From an optimization exercise on the open Yosys and OpenROAD flow, aimed at small area; shortcuts taken in it are not production practice.
In this exercise RTL edits were held to simulation tests only and were not proved equivalent to the original.
No run shown here takes its clock network from TritonCTS; it comes from the design's own scripts or RTL.
No driver is modelled on the clock port, so clock power and skew are understated where the tree is cut down; a real chip needs a root buffer or a tree.
Power is estimated from default activity; no workload was simulated.

<file path="flow/flow/run.sh">
#!/bin/bash
# Own layout flow: the standard ORFS flow (standard.sh) with these changes:
#  - synthesis leaves adders to ABC (no ADDER_MAP_FILE) and maps the logic with an
#    area-oriented ABC script (flow/abc_area.script) instead of ORFS's delay-oriented
#    one. It runs four times in parallel with four random seeds of the script's
#    &deepsyn, and the smallest netlist goes on to the layout. The registers are
#    the standard synthesis's in every run (ABC does not touch them).
#  - ports, and wires that pass straight to a port, are buffered with
#    sky130_fd_sc_hd__buf_1
#  - the clock tree is built by flow/manual_cts.tcl (a root inverter and six
#    leaf inverters, one per region of flip-flops) in place of clock_tree_synthesis;
#    the rest of the CTS step (legalisation, timing repair) is ORFS's
# Each tool writes its own log under orfs/logs/ (alt1..3/logs/ for the other
# synthesis runs); make's output is in synth_*.log and flow_make.log.
set -euo pipefail
W=$(pwd)
RES=results/sky130hd/Vending_Machine/base
mk_scripts() {
  rm -rf "$1"
  cp -r "$FLOW_HOME/scripts" "$1"
  sed "s/@SEED@/$2/" "$W/flow/abc_area.script" > "$1/abc_speed.script"
  cp "$W/flow/manual_cts.tcl" "$1/manual_cts.tcl"
  sed -i 's|^log_cmd clock_tree_synthesis {\*}\$cts_args$|source $::env(SCRIPTS_DIR)/manual_cts.tcl|' "$1/cts.tcl"
  grep -q manual_cts.tcl "$1/cts.tcl"
}
export MCTS_CLK=clk MCTS_NLEAF=6 MCTS_LEAF=sky130_fd_sc_hd__inv_8 MCTS_ROOT=sky130_fd_sc_hd__inv_12
export BUFFER_PORTS_ARGS="-buffer_cell sky130_fd_sc_hd__buf_1"
ARGS=("ADDER_MAP_FILE=" "MIN_BUF_CELL_AND_PORTS=sky130_fd_sc_hd__buf_1 A X")
for s in 0 1 2 3; do mk_scripts "$W/scripts$s" $s; done
pids=()
for s in 1 2 3; do
  sed "s|WORK_HOME=$W/orfs |WORK_HOME=$W/alt$s |" "$W/standard.sh" > "$W/standard_alt$s.sh"
  grep -q "WORK_HOME=$W/alt$s " "$W/standard_alt$s.sh"
  bash "$W/standard_alt$s.sh" "SCRIPTS_DIR=$W/scripts$s" "${ARGS[@]}" synth > "$W/synth_alt$s.log" 2>&1 &
  pids+=($!)
done
bash "$W/standard.sh" "SCRIPTS_DIR=$W/scripts0" "${ARGS[@]}" synth > "$W/synth_0.log" 2>&1
for p in "${pids[@]}"; do wait "$p" || true; done
area() {
  grep -oE "Chip area for module .*: [0-9.]+" "$1/reports/sky130hd/Vending_Machine/base/synth_stat.txt" 2>/dev/null \
    | grep -oE '[0-9.]+$' || echo 1e9
}
best=orfs
ba=$(area "$W/orfs")
for s in 1 2 3; do
  a=$(area "$W/alt$s")
  if [[ -s "$W/alt$s/$RES/1_2_yosys.v" ]] && awk "BEGIN { exit !($a < $ba) }"; then best=alt$s; ba=$a; fi
done
echo "synthesis areas: orfs $(area "$W/orfs") alt1 $(area "$W/alt1") alt2 $(area "$W/alt2") alt3 $(area "$W/alt3"); using $best" | tee "$W/synth_choice.log"
if [[ $best != orfs ]]; then
  cp "$W/$best/$RES/1_2_yosys.v" "$W/orfs/$RES/1_2_yosys.v"
  rm -f "$W/orfs/$RES/1_synth.odb" "$W/orfs/$RES/1_synth.sdc"
  touch "$W/orfs/$RES/1_2_yosys.v"
fi
bash "$W/standard.sh" "SCRIPTS_DIR=$W/scripts0" "${ARGS[@]}" finish > "$W/flow_make.log" 2>&1
</file>
<file path="flow/flow/abc_area.script">
strash
&get -n
&st
&deepsyn -T 20 -S @SEED@
&put
&get -n
&st
&dch
&nf -R 1000
&put
&get -n
&st
&dch
&nf -R 1000
&put
&get -n
&st
&dch
&nf -R 1000
&put
topo
stime -c
</file>
<file path="flow/flow/manual_cts.tcl">
# Clock tree for a small design, in place of clock_tree_synthesis: the clock
# port drives one root inverter, which drives MCTS_NLEAF leaf inverters, each
# driving the flip-flops of one region (two inversions, so every flip-flop sees
# the clock's own polarity). The regions split the sinks into groups of equal
# size by recursive bisection along the longer side.
set nleaf $::env(MCTS_NLEAF)
set leafcell $::env(MCTS_LEAF)
set rootcell $::env(MCTS_ROOT)
set block [ord::get_db_block]
set db [ord::get_db]
set clknet [$block findNet $::env(MCTS_CLK)]
$clknet setSigType CLOCK
set sinks {}
foreach it [$clknet getITerms] {
  set inst [$it getInst]
  set bb [$inst getBBox]
  lappend sinks [list [expr { ([$bb xMin] + [$bb xMax]) / 2 }] [expr { ([$bb yMin] + [$bb yMax]) / 2 }] $it]
}
puts "manual cts: [llength $sinks] sinks, root $rootcell, $nleaf leaves of $leafcell"
proc bisect { items parts } {
  if { $parts <= 1 } { return [list $items] }
  set xs {}; set ys {}
  foreach s $items { lappend xs [lindex $s 0]; lappend ys [lindex $s 1] }
  set xs [lsort -integer $xs]; set ys [lsort -integer $ys]
  set idx [expr { ([lindex $xs end] - [lindex $xs 0]) >= ([lindex $ys end] - [lindex $ys 0]) ? 0 : 1 }]
  set items [lsort -integer -index $idx $items]
  set p1 [expr { $parts / 2 }]
  set p2 [expr { $parts - $p1 }]
  set n1 [expr { ([llength $items] * $p1) / $parts }]
  return [concat [bisect [lrange $items 0 [expr { $n1 - 1 }]] $p1] [bisect [lrange $items $n1 end] $p2]]
}
set groups [bisect $sinks $nleaf]
proc place_at { inst x y } {
  $inst setLocation $x $y
  $inst setPlacementStatus PLACED
}
# root
set rinst [odb::dbInst_create $block [$db findMaster $rootcell] "clkinv_root"]
set rnet [odb::dbNet_create $block "clknet_root"]
$rnet setSigType CLOCK
[$rinst findITerm A] connect $clknet
[$rinst findITerm Y] connect $rnet
set lmaster [$db findMaster $leafcell]
set i 0
set ax 0; set ay 0
foreach g $groups {
  set sx 0; set sy 0
  foreach s $g { incr sx [lindex $s 0]; incr sy [lindex $s 1] }
  set cx [expr { $sx / [llength $g] }]
  set cy [expr { $sy / [llength $g] }]
  set inst [odb::dbInst_create $block $lmaster "clkinv_leaf_$i"]
  set net [odb::dbNet_create $block "clknet_leaf_$i"]
  $net setSigType CLOCK
  foreach s $g {
    set it [lindex $s 2]
    $it disconnect
    $it connect $net
  }
  [$inst findITerm A] connect $rnet
  [$inst findITerm Y] connect $net
  place_at $inst $cx $cy
  incr ax $cx; incr ay $cy
  puts "manual cts: clkinv_leaf_$i at ($cx, $cy) drives [llength $g] sinks"
  incr i
}
place_at $rinst [expr { $ax / $nleaf }] [expr { $ay / $nleaf }]
set_propagated_clock [all_clocks]
</file>
<file path="flow/standard.sh">
#!/bin/bash
# synth_recipe.tcl (not shown) runs the flow's synth.tcl, then flattens the netlist and writes it again
# the make line also repeats each setting of config.mk as NAME=value (left out here)
make -C /OpenROAD-flow-scripts/flow DESIGN_CONFIG=/design/flow/config.mk WORK_HOME=/design/flow/orfs CLKGATE_MAP_FILE= SYNTH_SCRIPT=/design/flow/synth_recipe.tcl "${@:-finish}"
</file>
<file path="flow/config.mk">
export PLATFORM = sky130hd
export DESIGN_NAME = Vending_Machine
export DESIGN_NICKNAME = Vending_Machine
export VERILOG_FILES = /design/flow/design.v
export SDC_FILE = /design/flow/constraint.sdc
export NUM_CORES = 4
export LEC_CHECK = 0
export CAP_MARGIN = 20
export CORE_MARGIN = 2
export CORE_UTILIZATION = 70
export GPL_TIMING_DRIVEN = 0
export SLEW_MARGIN = 20
</file>
<file path="flow/constraint.sdc">
create_clock -name core_clock -period 10.0 [get_ports {clk}]
set_input_delay 2.0000 -clock core_clock [delete_from_list [all_inputs] [get_ports {clk}]]
set_output_delay 2.0000 -clock core_clock [all_outputs]
set_load 0.01 [all_outputs]
</file>
<file path="flow/design.v">
module Vending_Machine(input clk, input rst, input RxD, output [6:0] out, output [3:0] en, output indicator);
reg [3:0] j;
reg [4:0] m;
wire m24 = (m == 5'd29);
wire ph3 = j[3] ^ j[2];
wire ph1 = j[1] ^ j[0];
wire tk = ~j[3] & j[2] & m24;
wire evc = j[1] & ~j[0] & (m == 5'd2);
wire evc1 = j[2] & ~j[1] & (m == 5'd4);
always @(posedge clk) begin
  if (rst) j <= 4'd0;
  else j <= {j[2:0], ~j[3]};
  if (rst | m24) m <= 5'd1;
  else m <= {m[3:0], m[4] ^ m[2]};
end
reg [2:0] q;
reg sel;
wire tick1 = tk & q[2];
always @(posedge clk)
  if (rst) begin q <= 3'd2; sel <= 1'b0; end
  else if (tk) begin q <= q[2] ? 3'd0 : q + 3'd1; sel <= ~sel; end
reg r;
reg [5:0] p;
reg [9:1] S;
wire idle = p[5] & p[3];
wire sh = ph3 & ~idle & (p[1:0] == 2'b01);
always @(posedge clk) begin
  r <= RxD;
  if (rst) p <= 6'd40;
  else if (ph3) begin
    if (idle) begin if (~r) p <= 6'd0; end
    else p <= p + 6'd1;
  end
  if (rst) S <= 9'd0;
  else if (sh) S <= {RxD, S[9:2]};
end
localparam [39:0] KEYS = {8'd114, 8'd115, 8'd99, 8'd98, 8'd97};
wire [4:0] ev, ev0;
genvar g;
generate for (g = 0; g < 5; g = g + 1) begin : key
  localparam [7:0] K = KEYS[8*g +: 8];
  reg P, f;
  reg [11:0] u;
  reg mt;
  integer i;
  always @* begin
    mt = 1'b1;
    for (i = 1; i <= 8; i = i + 1) begin
      if (i == 1) begin
        if (K[0]) mt = mt & S[1] & u[3];
        else      mt = mt & (~S[1] | ~u[3]);
      end else begin
        if (K[i-1]) mt = mt & S[i] & (u[3] | (u[2:0] >= 9 - i));
        else        mt = mt & (~S[i] | ~(u[3] | (u[2:0] >= 9 - i)));
      end
    end
  end
  wire match = ~P & mt;
  wire inc = P ? ph1 : (sh & ~u[3]);
  wire [12:0] nx = {P, u} + {12'd0, inc};
  assign ev[g] = evc1 & P & ~f & u[8] & (u[6] | (u[5] & (u[4] | (u[3] & (u[2] | u[1] | u[0])))));
  assign ev0[g] = evc & P & ~f & u[8] & (u[6] | (u[5] & (u[4] | u[3])));
  always @(posedge clk) begin
    u <= match ? 12'd95 : nx[11:0];
    P <= ~rst & (match | nx[12]);
    f <= ~rst & ~(tk & ~P) & (f | ev[g]);
  end
end endgenerate
wire one = ev[0], five = ev[1], ten = ev[2], stop = ev[3], reset = ev[4];
reg [1:0] t;
reg h;
reg [2:0] l;
reg [4:0] cnt;
reg tmo_d;
wire any = one | five | ten | stop | reset;
wire l4 = l[2];
always @(posedge clk) begin
  if (rst | any) cnt <= 5'd0;
  else if (tick1) cnt <= cnt + 5'd1;
  tmo_d <= (cnt == 5'd30);
end
reg [1:0] st;
reg sh5;
reg [2:0] sl;
always @* begin
  st = t; sh5 = h; sl = l;
  if (tmo_d | reset) begin st = 2'd0; sh5 = 1'b0; sl = 3'd0; end
  else if (~t[1]) begin
    if (one) begin
      sl = l4 ? 3'd0 : l + 3'd1;
      if (l4) begin sh5 = ~h; if (h) st = t + 2'd1; end
    end else if (five) begin
      sh5 = ~h; if (h) st = t + 2'd1;
    end else if (ten) st = t + 2'd1;
  end else if (stop) st = 2'd0;
end
always @(posedge clk)
  if (rst) begin t <= 2'd0; h <= 1'b0; l <= 3'd0; end
  else if (~ev0[4]) begin t <= st; h <= sh5; l <= sl; end
assign indicator = st[1];
wire [1:0] nt = (t[1] & (h | (l != 3'd0))) ? 2'd0 : t;
wire nh = h;
wire [2:0] nl = l;
function [6:0] seg7(input [3:0] d);
  case (d)
    4'd0: seg7 = 7'b0000001;
    4'd1: seg7 = 7'b1001111;
    4'd2: seg7 = 7'b0010010;
    4'd3: seg7 = 7'b0000110;
    4'd4: seg7 = 7'b1001100;
    4'd5: seg7 = 7'b0100100;
    4'd6: seg7 = 7'b0100000;
    4'd7: seg7 = 7'b0001111;
    4'd8: seg7 = 7'b0000000;
    default: seg7 = 7'b0000100;
  endcase
endfunction
wire nl34 = nl[2] | (nl[1] & nl[0]);
wire [3:0] d1 = {nh & nl34, nh ? ~nl34 : nl[2], nh ? nl[1] ^ nl[0] : nl[1], nh ^ nl[0]};
assign out = seg7(sel ? {2'b00, nt} : d1);
assign en = {2'b11, ~sel, sel};
endmodule
</file>
==> results.yml, run 1 <==
worst_setup_path:
  cp-end-kind: "output pin"
  path_delay_family: "simple AND/OR/NAND/NOR gates"
  path_max_fanout: 7
  crit_arrival_ns: 2.70
  crit_chain: "nor3b_1 -> nand3_1 -> a211o_1 -> or2_0 -> o21a_1 -> nand2b_1 -> o21ai_0 -> nor2_1 -> nand2_1 -> a211oi_1 -> buf_1"
  startpoint_type: "register"
  crit_slowest_cell: "dfxtp_1"
  critical_path_class: "reg2out"
  worst_path_largest_cell_delay_ns: 0.44
  cp.buffers_inverters: 1
  cp.required_ns: 8.00
timing:
  max_freq_ghz: 0.2126
  fin_crit_sh_pct: 47.05
  layout_min_cycle_time_ns: 4.705
  worst_slew_pin_slew_ns: 1.055
  finalWorstSetupSlack_ns: 5.295
  final.setup.tns_ns: 0
  skew_ns: 0.008633
  maxSlewHeadroom_pct: 29.66
  setup_violations: 0
  hold_viol_final: 0
  rsz0062_at_grt: "false"
  slew_violations: 0
floorplan:
  dieArea_um2: 6773
  die_h_um: 82.30
  die_w_um: 82.30
  start_util_pct: 72.49
  core-area_um2: 5921
  io_pins: 15
  rows: 28
pwr:
  ir_drop_v: 0.0001322
  power_leakage_nw: 1.766
  p_switching_mw: 0.1775
  sw_frac_of_total_pct: 26.29
  internal_power_mw: 0.4976
  comb_power_share_pct: 3.8
  p_clk_share_pct: 26.3
  seqPwrFrac_pct: 69.9
  power_density_nw_per_um2: 149.4
grt:
  grt_pass1_wl_mm: 13.57
  use_met2_pct: 43.79
  grt_overflow: 0
  grt_busiest_layer: "met2"
  use_met1_pct: 32.71
  grt_use_total_pct: 24.60
  grt_max_degree: 23
  antenna_found_initial: 0
  use_met3_pct: 2.826
  grt_pass1_vias: 3085
layout:
  drive_above_1_share_pct: 1.378
  final_util_pct: 76.31
  fill_cells: 431
  finalNonFillerCells: 583
  nets: 513
  diodes: 0
  syn_to_final_growth_pct: 5.277
status:
  status: "finished clean"
routing:
  drt_pass1_iterations: 5
  route.vias.total: 3517
  drt_iter0_drc: 192
  viasPerCell: 6.033
  drc: 0
  ant_nets: 0
  drt_wl_total_mm: 8.136
  drt-wirelength-per-cell_um: 13.96
placed_design:
  place.gp.congestion: 0.7676
  port_buffers: 12
  dp_hpwl_mm: 5.783
  dp_cells: 576
  dp_slack_ns: 5.521
clock_tree:
  post_cts_resized: 0
  clkTransAtPathRegs_ns: 0.09
  hold_buffers: 0
  post_cts_buffers: 0
  clock_latency_ns: 0.16
synthesis:
  ys_warn_count: 1
  syn_inst: 488
  syn_area_um2: 4292
  syn_avg_cell_area_um2: 8.794
job:
  cap_violations: 0
min_path:
  hp-class: "reg2reg"
-- cells in the final DEF, fill, tap and decap left out, types with 10 or more instances in the layout --
cell type	instances
o21ai_0	45
nor2_1	49
nor3_1	36
buf_1	15
dfxtp_1	111
nand2_1	34
and3_1	27
and2_0	18
a21oi_1	57
clkinv_1	10
-- through the flow --
| step | power, mW | area [µm²] | hold WS (ns) |
|---|---|---|---|
| 2_1_floorplan | 0.4985 | 4295 | 0.4282 |
| 3_3_place_gp | 0.5054 | 4434 | 0.4396 |
| 3_5_place_dp | 0.5072 | 4434 | 0.4478 |
| 4_1_cts | 0.6801 | 4518 | 0.4634 |
| 5_1_grt | 0.7012 | 4518 | 0.4765 |
| 6_report | 0.6752 | 4518 | 0.4610 |
-- metal layers --
layer,vias up,routed length (µm)
met5,-,0
met3,8,351
met4,0,94
met1,1638,3823
li1,1807,-
met2,64,3866
-- worst reg2reg max path: stages, from the launching register on --
cell and delay (ns):
dfxtp_1 0.36, xnor2_1 0.34, a21oi_1 0.10, and2_0 0.22, nand2b_1 0.33, nor3_1 0.09
a21oi_1 0.23, clkinv_1 0.12, and3_1 0.25, nand3_1 0.10, clkinv_1 0.09, and2_0 0.19
and2_0 0.22, and3_1 0.26, and3_1 0.25, and3_1 0.21, nand2b_1 0.14, a21oi_1 0.11
-- worst paths after layout --
check        startpoint   endpoint  slack [ns]  cells past startpoint
max                m[2]  indicator        5.30                     11
min                p[0]       p[0]        0.46                      1
max reg2reg        j[2]   key[1].P        6.32                     17
min reg2reg        p[0]       p[0]        0.46                      1
-- sequential cells by signal (all words and copies together), names as in the netlist --
signal / cells
S: 9
cnt: 5
h: 1
j: 4
key.P: 5
key.f: 5
key.u: 60
l: 3
m: 5
p: 6
q: 3
r: 1
sel: 1
t: 2
tmo_d: 1
-- area by class of cell --
cell class | instances | area (µm²) | area share (%)
buffer | 3 | 11.26 | 0.2492
tap | 75 | 93.84 | 2.077
multi-input combinational | 365 | 2024 | 44.81
timing repair buffer | 12 | 45.04 | 0.9970
inverter | 17 | 121.4 | 2.686
sequential | 111 | 2222 | 49.18
-- power groups by stage --
stage | registers (mW) | clock network [mW] | logic [mW]
2_1_floorplan | 0.478 | 0 | 0.0202
3_3_place_gp | 0.481 | 0 | 0.0247
3_5_place_dp | 0.481 | 0 | 0.0260
4_1_cts | 0.472 | 0.183 | 0.0258
5_1_grt | 0.475 | 0.196 | 0.0301
6_report | 0.472 | 0.178 | 0.0259
==> run 2: changes to the inputs <==
==> flow/flow/run.sh (replaced) <==
#!/bin/bash
# Own layout flow: the standard ORFS flow (standard.sh) with these changes:
#  - synthesis leaves adders to ABC (no ADDER_MAP_FILE) and maps the logic with an
#    area-oriented ABC script (flow/abc_area.script) instead of ORFS's delay-oriented
#    one. It runs eight times (four at a time) with eight random seeds of the
#    script's &deepsyn, and the smallest netlist goes on to the layout. The registers are
#    the standard synthesis's in every run (ABC does not touch them).
#  - ports, and wires that pass straight to a port, are buffered with
#    sky130_fd_sc_hd__buf_1
#  - the clock tree is built by flow/manual_cts.tcl (a root inverter and five
#    leaf inverters, one per region of flip-flops) in place of clock_tree_synthesis;
#    the rest of the CTS step (legalisation, timing repair) is ORFS's
# Each tool writes its own log under orfs/logs/ (alt1..7/logs/ for the other
# synthesis runs); make's output is in synth_*.log and flow_make.log.
set -euo pipefail
W=$(pwd)
RES=results/sky130hd/Vending_Machine/base
mk_scripts() {
  rm -rf "$1"
  cp -r "$FLOW_HOME/scripts" "$1"
  sed "s/@SEED@/$2/" "$W/flow/abc_area.script" > "$1/abc_speed.script"
  cp "$W/flow/manual_cts.tcl" "$1/manual_cts.tcl"
  sed -i 's|^log_cmd clock_tree_synthesis {\*}\$cts_args$|source $::env(SCRIPTS_DIR)/manual_cts.tcl|' "$1/cts.tcl"
  grep -q manual_cts.tcl "$1/cts.tcl"
}
export MCTS_CLK=clk MCTS_NLEAF=5 MCTS_LEAF=sky130_fd_sc_hd__inv_8 MCTS_ROOT=sky130_fd_sc_hd__inv_8
export BUFFER_PORTS_ARGS="-buffer_cell sky130_fd_sc_hd__buf_1"
ARGS=("ADDER_MAP_FILE=" "MIN_BUF_CELL_AND_PORTS=sky130_fd_sc_hd__buf_1 A X")
for s in 0 1 2 3 4 5 6 7; do mk_scripts "$W/scripts$s" $s; done
# seed 0 in the standard flow's own work folder (orfs), seeds 1..7 in alt1..alt7, four at a time
run_alt() {
  sed "s|WORK_HOME=$W/orfs |WORK_HOME=$W/alt$1 |" "$W/standard.sh" > "$W/standard_alt$1.sh"
  grep -q "WORK_HOME=$W/alt$1 " "$W/standard_alt$1.sh"
  bash "$W/standard_alt$1.sh" "SCRIPTS_DIR=$W/scripts$1" "${ARGS[@]}" synth > "$W/synth_alt$1.log" 2>&1
}
pids=()
for s in 1 2 3; do run_alt $s & pids+=($!); done
bash "$W/standard.sh" "SCRIPTS_DIR=$W/scripts0" "${ARGS[@]}" synth > "$W/synth_0.log" 2>&1
for p in "${pids[@]}"; do wait "$p" || true; done
pids=()
for s in 4 5 6 7; do run_alt $s & pids+=($!); done
for p in "${pids[@]}"; do wait "$p" || true; done
area() {
  grep -oE "Chip area for module .*: [0-9.]+" "$1/reports/sky130hd/Vending_Machine/base/synth_stat.txt" 2>/dev/null \
    | grep -oE '[0-9.]+$' || echo 1e9
}
best=orfs
ba=$(area "$W/orfs")
msg="orfs $ba"
for s in 1 2 3 4 5 6 7; do
  a=$(area "$W/alt$s")
  msg="$msg alt$s $a"
  if [[ -s "$W/alt$s/$RES/1_2_yosys.v" ]] && awk "BEGIN { exit !($a < $ba) }"; then best=alt$s; ba=$a; fi
done
echo "synthesis areas: $msg; using $best" | tee "$W/synth_choice.log"
if [[ $best != orfs ]]; then
  cp "$W/$best/$RES/1_2_yosys.v" "$W/orfs/$RES/1_2_yosys.v"
  rm -f "$W/orfs/$RES/1_synth.odb" "$W/orfs/$RES/1_synth.sdc"
  touch "$W/orfs/$RES/1_2_yosys.v"
fi
bash "$W/standard.sh" "SCRIPTS_DIR=$W/scripts0" "${ARGS[@]}" finish > "$W/flow_make.log" 2>&1
==> results.yml, run 2 <==
floorplan:
  start_util_pct: 72.49
  dieArea_um2: 6773
  die_w_um: 82.30
  die_h_um: 82.30
  rows: 28
  io_pins: 15
  core-area_um2: 5921
worst_setup_path:
  crit_arrival_ns: 2.71
  worst_path_largest_cell_delay_ns: 0.39
  crit_chain: "nor3_1 -> nand2_1 -> nor3_1 -> nand2_1 -> a211o_1 -> nor4_1 -> nor2_1 -> o211a_1 -> nand2_1 -> clkinv_1 -> a21oi_1 -> nor3_1 -> buf_1"
  path_max_fanout: 5
  crit_slowest_cell: "nor4_1"
  critical_path_class: "reg2out"
  r2r_slack_ns: 6.60
  cp.required_ns: 8.00
  startpoint_type: "register"
  cp-end-kind: "output pin"
layout:
  syn_to_final_growth_pct: 4.927
  diodes: 0
  final_common_cell: "dfxtp_1"
  layout_common_cells: "dfxtp_1, nor2_1, a21oi_1"
  reg_top3: "key.u x60, S x9, p x6"
  fill_cells: 457
  top_register: "key.u"
  nets: 509
  final_util_pct: 76.06
  finalNonFillerCells: 579
  largest_reg_flops: 60
  drive_above_1_share_pct: 1.389
grt:
  grt_use_total_pct: 24.01
  grt_overflow: 0
  grt_pass1_wl_mm: 13.27
  antenna_found_initial: 0
  grt_max_degree: 29
  grt_pass1_vias: 3014
timing:
  fin_crit_sh_pct: 47.12
  layout_min_cycle_time_ns: 4.712
  finalWorstSetupSlack_ns: 5.288
  max_freq_ghz: 0.2122
  slew_violations: 0
  worst_slew_pin_slew_ns: 0.8669
  skew_ns: 0.008412
  hold_viol_final: 0
  final.setup.tns_ns: 0
  maxSlewHeadroom_pct: 41.76
  rsz0062_at_grt: "false"
  setup_violations: 0
synthesis:
  syn_inst: 485
  syn_area_um2: 4292
  ys_warn_count: 1
  syn_avg_cell_area_um2: 8.849
clock_tree:
  clock_latency_ns: 0.18
  hold_buffers: 0
  clkTransAtPathRegs_ns: 0.11
  post_cts_resized: 0
  post_cts_buffers: 0
routing:
  drt-wirelength-per-cell_um: 13.92
  route.vias.total: 3452
  viasPerCell: 5.962
  drc: 0
  ant_nets: 0
  drt_iter0_drc: 214
  drt_pass1_iterations: 4
  drt_wl_total_mm: 8.059
placed_design:
  place.gp.congestion: 0.8413
  dp_slack_ns: 5.541
  dp_hpwl_mm: 5.640
  dp_cells: 573
  port_buffers: 12
min_path:
  hp-class: "reg2reg"
pwr:
  power_leakage_nw: 1.759
  power_density_nw_per_um2: 141.6
  ir_drop_v: 0.0001202
status:
  status: "finished clean"
job:
  cap_violations: 0
-- run 2: path summary, 6_finish.rpt --
check,cells after the start,start,to
worst max-delay path,13,m[0],indicator
worst min-delay path,1,cnt[0],tmo_d
worst max register to register,15,j[2],key[1].P
worst min register to register,1,cnt[0],tmo_d
-- run 2: per-stage QoR --
step	power [mW]	hold WS, ns	instance area [µm²]
CTS	0.6420	0.4666	4503
floorplan	0.4747	0.4120	4295
finish	0.6376	0.4570	4503
global route	0.6610	0.4818	4503
detailed placement	0.4809	0.4508	4436
global placement	0.4797	0.4354	4434
-- run 2: worst max-delay path, delay by kind of cell (launching register included) --
kind                   cells  cell delay [ns]
AO/OA/AOI/OAI              3             0.71
buffers and inverters      2             0.22
flip-flops                 1             0.34
AND/OR/NAND/NOR            8             1.24
-- run 2: layout make-up --
| type | instances | area (µm²) | area share [%] |
|---|---|---|---|
| Multi-Input combinational cell | 362 | 2024 | 44.96 |
| Inverter | 16 | 105.1 | 2.334 |
| Tap cell | 75 | 93.84 | 2.084 |
| Timing Repair Buffer | 12 | 46.29 | 1.028 |
| Buffer | 3 | 11.26 | 0.2501 |
| Sequential cell | 111 | 2222 | 49.35 |
-- run 2: report_power, final --
part	total, mW	switching [mW]	leakage [nW]	internal, mW
combinational	0.0149	0.00874	0.824	0.00615
clock	0.166	0.144	0.0363	0.0229
sequential	0.456	0.00731	0.899	0.449
-- run 2: routing by layer --
| layer | vias up | global-route usage [%] | share of wire (%) |
|---|---|---|---|
| met5 | - | 0 | 0 |
| met4 | 0 | 4.833 | 1.4 |
| met3 | 12 | 2.500 | 4.7 |
| li1 | 1788 | - | - |
| met1 | 1583 | 33.66 | 48 |
| met2 | 69 | 40.40 | 46 |

static timing again, ports no longer ideal:
The flow's constraints put no driver on any port. The routed layouts listed below were extracted and timed again, unchanged, in two steps. Step 1, drivers: a clkbuf_16 drives clk and a buf_2 each remaining input, both assumed. Step 2, shift: input delay + t, output delay - t, t = (earliest + latest rising clock arrival at the registers) / 2. This alone moves slack from input paths to output paths. Slacks: no drivers / after step 1 / after step 2; pairs: no drivers / after step 1.
run | t (ns) | setup slack, ns | worst setup path at the end | slew at the worst register clock pin (ns) | worst slew at a driven data input, ns
run 1 | 0.206 | 5.295 / 5.240 / 5.446 | register to output | 0.09 / 0.09 | 0.03
run 2 | 0.221 | 5.288 / 5.240 / 5.460 | register to output | 0.11 / 0.11 | 0.03
After both steps setup and hold are still met in every run listed.
